This design comes from an exercise in tuning for small area, a short achievable clock period and few clock cycles per item on the open sky130 flow, not from production work.
At most, simulation tests tie the RTL to the original design; equivalence was not proved.
Power is estimated from default activity; no workload was simulated.

==> build 16 <==
Design systolic_matrix_mult, start of the top module:
module systolic_matrix_mult #(
    parameter DATA_WIDTH = 16,
    parameter FRAC_WIDTH = 8,
    parameter M = 4,
    parameter N = 4,
    parameter K = 4
)(
    input wire clk,
    input wire rst_n,
    input wire start,
    input wire signed [DATA_WIDTH-1:0] a_data,
    input wire [$clog2(M)-1:0] a_row,
    input wire [$clog2(K)-1:0] a_col,
    input wire a_valid,
    input wire signed [DATA_WIDTH-1:0] b_data,
    input wire [$clog2(K)-1:0] b_row,
    input wire [$clog2(N)-1:0] b_col,
    input wire b_valid,
    output reg signed [DATA_WIDTH-1:0] c_data,
    output reg [$clog2(M)-1:0] c_row,
    output reg [$clog2(N)-1:0] c_col,
    output reg c_valid,
    output reg done
);
export LEC_CHECK = 0
export CAP_MARGIN = 20
export CORE_MARGIN = 2
export CORE_UTILIZATION = 45
export SLEW_MARGIN = 20
create_clock -name core_clock -period 10.0 [get_ports {clk}]
standard.sh (not shown) runs the stock make flow with config.mk's settings and CLKGATE_MAP_FILE= SYNTH_SCRIPT=/design/flow/synth_recipe.tcl, a recipe that flattens the netlist after the stock synthesis.
==> flow/flow/run.sh <==
#!/bin/bash
set -euo pipefail
margin=$(cat flow/margin.txt)
bash standard.sh SETUP_SLACK_MARGIN="$margin" finish > standard_flow.log 2>&1
==> flow/flow/margin.txt <==
6.6
==> build 8: changes against build 16 <==
Settings changed: CORE_UTILIZATION 45 to 30.
==> trial 21: changes against build 16 <==
Settings changed: CTS_BUF_LIST from default to sky130_fd_sc_hd__clkbuf_4.
==> results.txt <==
| quantity | build 8 | build 16 | trial 21 |
|---|---|---|---|
| Run status | timing/DRC/antenna clean | timing/DRC/antenna clean | timing/DRC/antenna clean |
| Number of filler cells placed in the layout | 16,600 | 9,608 | 9,825 |
| Antenna violations before repair | 2 | 2 | 6 |
| Hold Path End | c_col[0] | c_col[0] | p2_j[1] |
| Flip-flop and latch power | 4.97 mW | 4.95 mW | 4.95 mW |
| Met2 routed wirelength | 67,000 microns | 64,700 microns | 65,500 microns |
| Count of nets after finishing | 4,799 | 4,794 | 4,956 |
| Power attributed to the clock group | 3.81 mW | 3.83 mW | 3.53 mW |
| Leakage power | 22.6 nW | 22.7 nW | 22.9 nW |
| Final routed wirelength across all metal layers | 148,000 microns | 145,000 microns | 147,000 microns |
| Period Utilization, post-route | 34.5% | 35.4% | 36.0% |
| Met2 usage | 26.6% | 38.2% | 38.5% |
| Combined global-route utilization of all metal layers | 16.9% | 24.9% | 25.4% |
| Metal3 WL | 12,900 microns | 12,700 microns | 13,100 microns |
| Met3 usage in global routing | 3.62% | 4.95% | 6.00% |
| Number of standard-cell rows in the floorplan | 151 | 123 | 123 |
| Crit path time final | 3.45 ns | 3.54 ns | 3.60 ns |
| Clock buffer depth | 3 | 3 | 4 |
| Destination of the critical timing path | q2_s1049 | q2_s1058 | done |
Testbench counts of build 16, summed over its fixed seeds: cycles 51,521, items 1,600.
Testbench counts of build 8, summed over its fixed seeds: cycles 51,521, items 1,600.
Testbench counts of trial 21, summed over its fixed seeds: cycles 51,521, items 1,600.

==> 12-12: inputs <==
Another version of the RTL of systolic_matrix_mult (not shown whole).
clock: 10.0 ns
lec_check: 0
cap_margin: 20
core_margin: 2
core_utilization: 50
cts_cluster_diameter: 100
cts_cluster_size: 24
slew_margin: 20
Scripts as last shown in full above: flow/flow/run.sh, flow/flow/margin.txt
==> inputs of 07-14, as changes to 12-12 <==
- CORE_UTILIZATION: 50 -> 40
- CTS_CLUSTER_DIAMETER: 100 -> 120
- CTS_CLUSTER_SIZE: 24 -> 28
==> inputs of 01-03, as changes to 12-12 <==
- CORE_UTILIZATION: 50 -> 60
- CTS_CLUSTER_DIAMETER: 100 -> 120
- CTS_CLUSTER_SIZE: 24 -> 28
==> comparison table <==
| item | 07-14 | 01-03 | 12-12 |
|---|---|---|---|
| Status | timing/DRC/antenna clean | timing/DRC/antenna clean | timing/DRC/antenna clean |
| Routed length on met1 | 60200 µm | 57400 µm | 61900 µm |
| Met2 WL | 64100 µm | 69300 µm | 66200 µm |
| Worst setup startpoint | ra0[5]$_DFF_P_ | b_cnt[0][2]$_DFFE_PN0P_ | ra0[3]$_DFF_P_ |
| Net switching power of the design | 0.00327 W | 0.00332 W | 0.00323 W |
| Area of the die | 0.125 mm² | 0.0840 mm² | 0.101 mm² |
| Net count reported at finish | 4371 | 4412 | 4379 |
| P per Cell Area | 190 mW/mm² | 190 mW/mm² | 192 mW/mm² |
| Post-cts resize count | 154 | 171 | 166 |
| CP max stage cell | dfxtp_2 | o41ai_4 | dfxtp_2 |
| Post-detailed-route wirelength per cell | 26.1 µm | 30.8 µm | 28.1 µm |
| Maximum fanout count along the critical path | 16 | 12 | 16 |
| Cell row count | 128 | 104 | 114 |
| Combinational share of power | 33.1% | 34.1% | 32.4% |
Testbench counts of 12-12, summed over its fixed seeds: cycles 51,521, items 1,600.
Testbench counts of 07-14, summed over its fixed seeds: cycles 51,521, items 1,600.
Testbench counts of 01-03, summed over its fixed seeds: cycles 51,521, items 1,600.

==> inputs of run B <==
systolic_matrix_mult, a different RTL version from the one above (not shown whole).
==> flow/design.v (excerpt) <==
module systolic_matrix_mult #(
    parameter DATA_WIDTH = 16,
    parameter FRAC_WIDTH = 8,
    parameter M = 4,
    parameter N = 4,
    parameter K = 4
)(
    input wire clk,
    input wire rst_n,
    input wire start,
    input wire signed [DATA_WIDTH-1:0] a_data,
    input wire [$clog2(M)-1:0] a_row,
    input wire [$clog2(K)-1:0] a_col,
    input wire a_valid,
    input wire signed [DATA_WIDTH-1:0] b_data,
    input wire [$clog2(K)-1:0] b_row,
    input wire [$clog2(N)-1:0] b_col,
    input wire b_valid,
    output reg signed [DATA_WIDTH-1:0] c_data,
    output reg [$clog2(M)-1:0] c_row,
    output reg [$clog2(N)-1:0] c_col,
    output reg c_valid,
    output reg done
);
export LEC_CHECK = 0
export CAP_MARGIN = 20
export CORE_MARGIN = 2
export CORE_UTILIZATION = 40
export CTS_BUF_LIST = sky130_fd_sc_hd__clkbuf_8
export CTS_CLUSTER_SIZE = 30
export SLEW_MARGIN = 20
create_clock -name core_clock -period 10.0 [get_ports {clk}]
==> flow/flow/margin.txt <==
6.5
Scripts as last shown in full above: flow/flow/run.sh
==> run H: changes against run B <==
--- a/flow/design.v
+++ b/flow/design.v
@@ -51,30 +51,26 @@
         pick_i = row_ok[0] ? 2'd0 : row_ok[1] ? 2'd1 : row_ok[2] ? 2'd2 : 2'd3;
         row_cand = cand[pick_i*4 +: 4];
         pick_j = row_cand[0] ? 2'd0 : row_cand[1] ? 2'd1 : row_cand[2] ? 2'd2 : 2'd3;
         pick = pick_v ? (16'd1 << {pick_i, pick_j}) : 16'd0;
     end
-    reg [3:0] n_issued;      
-    wire pick_last = pick_v && (n_issued == 4'd15);
+    wire pick_last = pick_v && ((issued | pick) == 16'hffff);
     always @(posedge clk or negedge rst_n) begin
         if (!rst_n) begin
             for (x = 0; x < 4; x = x + 1) a_cnt[x] <= 3'd0;
             for (y = 0; y < 4; y = y + 1) b_cnt[y] <= 3'd0;
             issued <= 16'd0;
-            n_issued <= 4'd0;
         end else if (start) begin
             for (x = 0; x < 4; x = x + 1) a_cnt[x] <= 3'd0;
             for (y = 0; y < 4; y = y + 1) b_cnt[y] <= 3'd0;
             issued <= 16'd0;
-            n_issued <= 4'd0;
         end else begin
             for (x = 0; x < 4; x = x + 1)
                 if (a_valid && a_row == x) a_cnt[x] <= a_cnt[x] + 1'b1;
             for (y = 0; y < 4; y = y + 1)
                 if (b_valid && b_col == y) b_cnt[y] <= b_cnt[y] + 1'b1;
             issued <= issued | pick;
-            if (pick_v) n_issued <= n_issued + 1'b1;
         end
     end
     wire [15:0] a0 = mat_a[{pick_i, 2'd0}];
     wire [15:0] b0 = mat_b[{2'd0, pick_j}];
     wire [15:0] a1 = mat_a[{pick_i, 2'd1}];
==> flow/run.sh (new file) <==
#!/bin/bash
# synth_recipe.tcl (not shown) runs the flow's synth.tcl, then flattens the netlist and writes it again
# the make line also repeats each setting of config.mk as NAME=value (left out here)
make -C /OpenROAD-flow-scripts/flow DESIGN_CONFIG=/design/flow/config.mk WORK_HOME=/design/flow/orfs CLKGATE_MAP_FILE= SYNTH_SCRIPT=/design/flow/synth_recipe.tcl finish
CORE_UTILIZATION = 30   (was 40)
CTS_BUF_LIST = unset   (was sky130_fd_sc_hd__clkbuf_8)
CTS_CLUSTER_SIZE = unset   (was 30)
SETUP_SLACK_MARGIN = 5   (was unset)
removed: flow/flow/run.sh
removed: flow/flow/margin.txt
removed: flow/standard.sh
==> run Z: changes against run B <==
CORE_UTILIZATION = 60   (was 40)
CTS_BUF_LIST = unset   (was sky130_fd_sc_hd__clkbuf_8)
CTS_CLUSTER_SIZE = unset   (was 30)
==> notes <==
Against run H, the clock skew of run Z is higher by 0.019 ns.
Clock power: run H is higher than run B (about 9%).
Fmax, lowest first: run H, run B, run Z.
Cell area: run H < run Z < run B.
Testbench counts of run H, summed over its fixed seeds: cycles 49,921, items 1,600.
The RTL of run B and run Z was laid out without a check of its function.

==> job 6441 <==
systolic_matrix_mult with an RTL version that a note above also has.
Design systolic_matrix_mult, start of the top module:
module systolic_matrix_mult #(
    parameter DATA_WIDTH = 16,
    parameter FRAC_WIDTH = 8,
    parameter M = 4,
    parameter N = 4,
    parameter K = 4
)(
    input wire clk,
    input wire rst_n,
    input wire start,
    input wire signed [DATA_WIDTH-1:0] a_data,
    input wire [$clog2(M)-1:0] a_row,
    input wire [$clog2(K)-1:0] a_col,
    input wire a_valid,
    input wire signed [DATA_WIDTH-1:0] b_data,
    input wire [$clog2(K)-1:0] b_row,
    input wire [$clog2(N)-1:0] b_col,
    input wire b_valid,
    output reg signed [DATA_WIDTH-1:0] c_data,
    output reg [$clog2(M)-1:0] c_row,
    output reg [$clog2(N)-1:0] c_col,
    output reg c_valid,
    output reg done
);
    reg [15:0] mat_a [0:15];
    reg [15:0] mat_b [0:15];
    always @(posedge clk) begin
        if (a_valid) mat_a[{a_row, a_col}] <= a_data;
        if (b_valid) mat_b[{b_row, b_col}] <= b_data;
    end
    reg [2:0] a_cnt [0:3];
    reg [2:0] b_cnt [0:3];
    reg [15:0] issued;
    reg [3:0] a_full, b_full;
    reg [15:0] cand;
    reg [3:0] row_ok;
    reg [3:0] row_cand;
    reg pick_v;
    reg [1:0] pick_i, pick_j;
    reg [15:0] pick;
    integer x, y;
    always @(*) begin
        for (x = 0; x < 4; x = x + 1) a_full[x] = a_cnt[x][2];
        for (y = 0; y < 4; y = y + 1) b_full[y] = b_cnt[y][2];
        for (x = 0; x < 4; x = x + 1)
            for (y = 0; y < 4; y = y + 1)
                cand[x*4+y] = a_full[x] & b_full[y] & ~issued[x*4+y];
        for (x = 0; x < 4; x = x + 1) row_ok[x] = |cand[x*4 +: 4];
        pick_v = |row_ok;
        pick_i = row_ok[0] ? 2'd0 : row_ok[1] ? 2'd1 : row_ok[2] ? 2'd2 : 2'd3;
        row_cand = cand[pick_i*4 +: 4];
        pick_j = row_cand[0] ? 2'd0 : row_cand[1] ? 2'd1 : row_cand[2] ? 2'd2 : 2'd3;
  ...
Settings: LEC_CHECK=0, CAP_MARGIN=20, CORE_MARGIN=2, CORE_UTILIZATION=30, SLEW_MARGIN=20; clock period 10.0 ns.
==> flow/flow/run.sh <==
#!/bin/bash
set -euo pipefail
margin=$(cat flow/margin.txt)
bash standard.sh SETUP_SLACK_MARGIN="$margin" finish > standard_flow.log 2>&1
==> flow/flow/margin.txt <==
6.5
==> job 1846: changes against job 6441 <==
==> flow/run.sh (new file) <==
#!/bin/bash
# synth_recipe.tcl (not shown) runs the flow's synth.tcl, then flattens the netlist and writes it again
# the make line also repeats each setting of config.mk as NAME=value (left out here)
make -C /OpenROAD-flow-scripts/flow DESIGN_CONFIG=/design/flow/config.mk WORK_HOME=/design/flow/orfs CLKGATE_MAP_FILE= SYNTH_SCRIPT=/design/flow/synth_recipe.tcl finish
--- a/flow/config.mk
+++ b/flow/config.mk
@@ -5,7 +5,9 @@
 export SDC_FILE = /design/flow/constraint.sdc
 export NUM_CORES = 4
 export LEC_CHECK = 0
+export ABC_CLOCK_PERIOD_IN_PS = 3000
 export CAP_MARGIN = 20
 export CORE_MARGIN = 2
 export CORE_UTILIZATION = 30
+export SETUP_SLACK_MARGIN = 5
 export SLEW_MARGIN = 20
removed: flow/flow/run.sh
removed: flow/flow/margin.txt
removed: flow/standard.sh
==> comparison table <==
| item | job 6441 | job 1846 |
|---|---|---|
| Run status | finished clean | finished clean |
| Detailed route wirelength on metal3 | 13300 microns | 9590 microns |
| Worst Path Arrival | 4.33 ns | 5.10 ns |
| Setup clock skew after layout | 0.0350 ns | 0.0208 ns |
| Share of layout cells above drive strength 1 | 16.7% | 8.25% |
| Global placer's final weighted congestion | 0.935 | 0.919 |
| Finished Core Util | 35.3% | 33.8% |
| Total GRT Usage | 17.1% | 16.6% |
| Internal power | 10400 uW | 9180 uW |
| CTS Buf Count | 92 | 95 |
| Data required time at the worst endpoint | 10.55 ns | 10.62 ns |
| Sequential portion of the cell area | 40.3% | 41.7% |
| Combinational group power | 8530 uW | 6410 uW |
| Global-route wire length before repair | 217000 microns | 211000 microns |
| Finished layout cell area | 58000 sq um | 55500 sq um |
| Total via count after detailed routing | 32.9k | 31.7k |
| Maximum net fanout on the critical path | 4 | 68 |
| Buffers and inverters on the worst path | 3 | 2 |
| Slowest cell on the critical path | sky130_fd_sc_hd__fa_2 | sky130_fd_sc_hd__buf_4 |
| Non-CTS buffers | 284 | 153 |
| Worst hold endpoint | p2_i[1] | c_row[1] |
Testbench counts of job 6441, summed over its fixed seeds: cycles 49,921, items 1,600.
Testbench counts of job 1846, summed over its fixed seeds: cycles 49,921, items 1,600.

==> build 45: inputs <==
Another version of the RTL of systolic_matrix_mult (not shown whole).
clock: 10.0 ns
lec_check: 0
cap_margin: 20
core_margin: 2
core_utilization: 30
slew_margin: 20
==> flow/flow/run.sh <==
#!/bin/bash
set -euo pipefail
margin=$(cat flow/margin.txt)
bash standard.sh SETUP_SLACK_MARGIN="$margin" finish > standard_flow.log 2>&1
==> flow/flow/margin.txt <==
6.6
==> inputs of build 7, as changes to build 45 <==
--- a/flow/design.v
+++ b/flow/design.v
@@ -2397,112 +2397,16 @@
     wire s1394 = t1396 ^ s1323;
     wire c1395 = (s1246 & c1321) | (t1396 & s1323);
     wire t1399 = s1252 ^ c1324;
     wire s1397 = t1399 ^ s1326;
     wire c1398 = (s1252 & c1324) | (t1399 & s1326);
     wire t1402 = s1258 ^ c1327;
     wire s1400 = t1402 ^ s1329;
-    reg q3_s1261;
-    always @(posedge clk) q3_s1261 <= s1261;
-    reg q3_s1332;
-    always @(posedge clk) q3_s1332 <= s1332;
-    reg q3_c1333;
-    always @(posedge clk) q3_c1333 <= c1333;
-    reg q3_s1334;
-    always @(posedge clk) q3_s1334 <= s1334;
-    reg q3_c1335;
-    always @(posedge clk) q3_c1335 <= c1335;
-    reg q3_s1337;
-    always @(posedge clk) q3_s1337 <= s1337;
-    reg q3_c1338;
-    always @(posedge clk) q3_c1338 <= c1338;
-    reg q3_s1340;
-    always @(posedge clk) q3_s1340 <= s1340;
-    reg q3_c1341;
-    always @(posedge clk) q3_c1341 <= c1341;
-    reg q3_s1343;
-    always @(posedge clk) q3_s1343 <= s1343;
-    reg q3_c1344;
-    always @(posedge clk) q3_c1344 <= c1344;
-    reg q3_s1346;
-    always @(posedge clk) q3_s1346 <= s1346;
-    reg q3_c1347;
-    always @(posedge clk) q3_c1347 <= c1347;
-    reg q3_s1349;
-    always @(posedge clk) q3_s1349 <= s1349;
-    reg q3_c1350;
-    always @(posedge clk) q3_c1350 <= c1350;
-    reg q3_s1352;
-    always @(posedge clk) q3_s1352 <= s1352;
-    reg q3_c1353;
-    always @(posedge clk) q3_c1353 <= c1353;
-    reg q3_s1355;
-    always @(posedge clk) q3_s1355 <= s1355;
-    reg q3_c1356;
-    always @(posedge clk) q3_c1356 <= c1356;
-    reg q3_s1358;
-    always @(posedge clk) q3_s1358 <= s1358;
-    reg q3_c1359;
-    always @(posedge clk) q3_c1359 <= c1359;
-    reg q3_s1361;
-    always @(posedge clk) q3_s1361 <= s1361;
-    reg q3_c1362;
-    always @(posedge clk) q3_c1362 <= c1362;
-    reg q3_s1364;
-    always @(posedge clk) q3_s1364 <= s1364;
-    reg q3_c1365;
-    always @(posedge clk) q3_c1365 <= c1365;
-    reg q3_s1367;
-    always @(posedge clk) q3_s1367 <= s1367;
-    reg q3_c1368;
-    always @(posedge clk) q3_c1368 <= c1368;
-    reg q3_s1370;
-    always @(posedge clk) q3_s1370 <= s1370;
-    reg q3_c1371;
-    always @(posedge clk) q3_c1371 <= c1371;
-    reg q3_s1373;
-    always @(posedge clk) q3_s1373 <= s1373;
-    reg q3_c1374;
-    always @(posedge clk) q3_c1374 <= c1374;
-    reg q3_s1376;
-    always @(posedge clk) q3_s1376 <= s1376;
-    reg q3_c1377;
-    always @(posedge clk) q3_c1377 <= c1377;
-    reg q3_s1379;
-    always @(posedge clk) q3_s1379 <= s1379;
-    reg q3_c1380;
-    always @(posedge clk) q3_c1380 <= c1380;
-    reg q3_s1382;
-    always @(posedge clk) q3_s1382 <= s1382;
-    reg q3_c1383;
-    always @(posedge clk) q3_c1383 <= c1383;
-    reg q3_s1385;
-    always @(posedge clk) q3_s1385 <= s1385;
-    reg q3_c1386;
-    always @(posedge clk) q3_c1386 <= c1386;
-    reg q3_s1388;
-    always @(posedge clk) q3_s1388 <= s1388;
-    reg q3_c1389;
-    always @(posedge clk) q3_c1389 <= c1389;
-    reg q3_s1391;
-    always @(posedge clk) q3_s1391 <= s1391;
-    reg q3_c1392;
-    always @(posedge clk) q3_c1392 <= c1392;
-    reg q3_s1394;
-    always @(posedge clk) q3_s1394 <= s1394;
-    reg q3_c1395;
-    always @(posedge clk) q3_c1395 <= c1395;
-    reg q3_s1397;
-    always @(posedge clk) q3_s1397 <= s1397;
-    reg q3_c1398;
-    always @(posedge clk) q3_c1398 <= c1398;
-    reg q3_s1400;
-    always @(posedge clk) q3_s1400 <= s1400;
-    wire [23:0] sum_a = {q3_c1398, q3_c1395, q3_c1392, q3_c1389, q3_c1386, q3_c1383, q3_c1380, q3_c1377, q3_c1374, q3_c1371, q3_c1368, q3_c1365, q3_c1362, q3_c1359, q3_c1356, q3_c1353, q3_c1350, q3_c1347, q3_c1344, q3_c1341, q3_c1338, q3_c1335, q3_c1333, q3_s1261};
-    wire [23:0] sum_b = {q3_s1400, q3_s1397, q3_s1394, q3_s1391, q3_s1388, q3_s1385, q3_s1382, q3_s1379, q3_s1376, q3_s1373, q3_s1370, q3_s1367, q3_s1364, q3_s1361, q3_s1358, q3_s1355, q3_s1352, q3_s1349, q3_s1346, q3_s1343, q3_s1340, q3_s1337, q3_s1334, q3_s1332};
+    wire [23:0] sum_a = {c1398, c1395, c1392, c1389, c1386, c1383, c1380, c1377, c1374, c1371, c1368, c1365, c1362, c1359, c1356, c1353, c1350, c1347, c1344, c1341, c1338, c1335, c1333, s1261};
+    wire [23:0] sum_b = {s1400, s1397, s1394, s1391, s1388, s1385, s1382, s1379, s1376, s1373, s1370, s1367, s1364, s1361, s1358, s1355, s1352, s1349, s1346, s1343, s1340, s1337, s1334, s1332};
     wire [23:0] dot = sum_a + sum_b;
     reg p1_v, p1_last;
     reg [1:0] p1_i, p1_j;
     always @(posedge clk or negedge rst_n) begin
         if (!rst_n) begin p1_v <= 1'b0; p1_last <= 1'b0; end
         else begin p1_v <= pick_v; p1_last <= pick_last; end
     end
@@ -2514,31 +2418,22 @@
     always @(posedge clk or negedge rst_n) begin
         if (!rst_n) begin p2_v <= 1'b0; p2_last <= 1'b0; end
         else begin p2_v <= p1_v; p2_last <= p1_last; end
     end
     always @(posedge clk) begin
         p2_i <= p1_i; p2_j <= p1_j;
     end
-    reg p3_v, p3_last;
-    reg [1:0] p3_i, p3_j;
-    always @(posedge clk or negedge rst_n) begin
-        if (!rst_n) begin p3_v <= 1'b0; p3_last <= 1'b0; end
-        else begin p3_v <= p2_v; p3_last <= p2_last; end
-    end
-    always @(posedge clk) begin
-        p3_i <= p2_i; p3_j <= p2_j;
-    end
     always @(posedge clk or negedge rst_n) begin
         if (!rst_n) begin
             c_valid <= 1'b0;
             done <= 1'b0;
         end else begin
-            c_valid <= p3_v;
-            done <= p3_last;
+            c_valid <= p2_v;
+            done <= p2_last;
         end
     end
     always @(posedge clk) begin
         c_data <= dot[DATA_WIDTH+FRAC_WIDTH-1:FRAC_WIDTH];
-        c_row <= p3_i;
-        c_col <= p3_j;
+        c_row <= p2_i;
+        c_col <= p2_j;
     end
 endmodule
==> flow/flow/margin.txt (replaced) <==
6.5
==> flow_summary.yaml <==
run_status:
  status: "complete, no violations"
logic_synthesis:
  synth-compound-area-share_pct: 12.0
  muxShareOfSynthArea_pct: 1.08
sta:
  relSlewSlack_pct: 36.3
  setup_ws_ps: 6060
  clock.fmax_ghz: 0.254
power_and_ir_drop:
  p_int_mw: 9.87
  total_power_mw: 15.5
  pg_comb_mw: 7.44
  p_per_area_nw_per_um2: 275
detailed_routing:
  route.met2.wl_um: 66200
setup_path:
  path_cells: "fa_1 > inv_1 > fa_1 > fa_1 > inv_2 > ha_4 > and3_4 > a221o_1 > or3_4 > o211ai_1 > buf_4 > a31oi_4 > a21oi_2 > xnor2_1"
  crit_path_top_delay_cell: "fa_1"
final_layout:
  final-clk-cell-share_pct: 5.61
  seq_area_um2: 23500
  seq_cell_count: 893
hold_path:
  holdCritStartpoint: "p1_i[0]"
  holdPathEnd: "p2_i[0]"
global_routing:
  met1_usage_pct: 21.8
floorplan:
  rows: 148
clock_tree:
  ctsResizeCount: 247
  post_cts_buffers: 55
the above is filed under build 7

==> flow_summary.yaml <==
run_status:
  status: "complete, no violations"
hold_path:
  holdPathEnd: "c_col[1]"
  holdCritStartpoint: "p3_j[1]"
global_routing:
  met1_usage_pct: 23.1
power_and_ir_drop:
  p_per_area_nw_per_um2: 203
  p_int_mw: 8.16
  pg_comb_mw: 3.45
  total_power_mw: 11.9
final_layout:
  final-clk-cell-share_pct: 5.50
  seq_cell_count: 947
  seq_area_um2: 24600
floorplan:
  rows: 150
setup_path:
  path_cells: "buf_12 > a22oi_2 > xor2_1 > fa_2 > fa_2 > fa_1 > fa_2 > inv_2 > fa_2"
  crit_path_top_delay_cell: "fa_2"
sta:
  relSlewSlack_pct: 26.2
clock_tree:
  post_cts_buffers: 71
  clock_latency_ps: 750
detailed_routing:
  route.met2.wl_um: 67800
the above is filed under build 45

Function was not checked in any run of this note: the RTL went through the layout flow alone.

[port drivers added, routing unchanged]
How much do the figures lean on ideal ports? The routed layouts below were timed once more, with nothing changed but the port constraints.
Step 1 (the two cells are an assumption about what drives the block):
set clk [get_ports {clk}]
set_driving_cell -lib_cell sky130_fd_sc_hd__clkbuf_16 $clk
set_driving_cell -lib_cell sky130_fd_sc_hd__buf_2 [delete_from_list [all_inputs] $clk]
Step 2, shift: input delay + t, output delay - t, t = (earliest + latest rising clock arrival at the registers) / 2. This alone moves slack from input paths to output paths.
a / b / c = ideal / step 1 / step 2; a / b = the first two.
run	t (ns)	slack for setup (ns)	cell pins on the clock port's net
build 16	0.756	6.464 / 6.464 / 5.958	1
build 8	0.785	6.553 / 6.553 / 5.905	1
trial 21	1.183	6.395 / 6.326 / 5.632	1
12-12	0.727	6.583 / 6.583 / 5.994	1
07-14	0.697	6.590 / 6.590 / 5.944	1
01-03	0.696	6.547 / 6.547 / 5.979	1
run B	0.893	6.157 / 6.157 / 5.718	1
run H	0.740	5.520 / 5.520 / 5.520	1
run Z	0.722	6.158 / 6.158 / 5.923	1
job 6441	0.742	6.223 / 6.223 / 5.850	1
job 1846	0.740	5.520 / 5.520 / 5.520	1
build 45	0.788	6.503 / 6.503 / 5.916	1
build 7	0.740	6.064 / 6.064 / 5.866	1
After both steps setup and hold are still met in every run listed. The setup slack of trial 21, which loses most, moves by -0.069 ns with the drivers and by -0.763 ns with both steps.
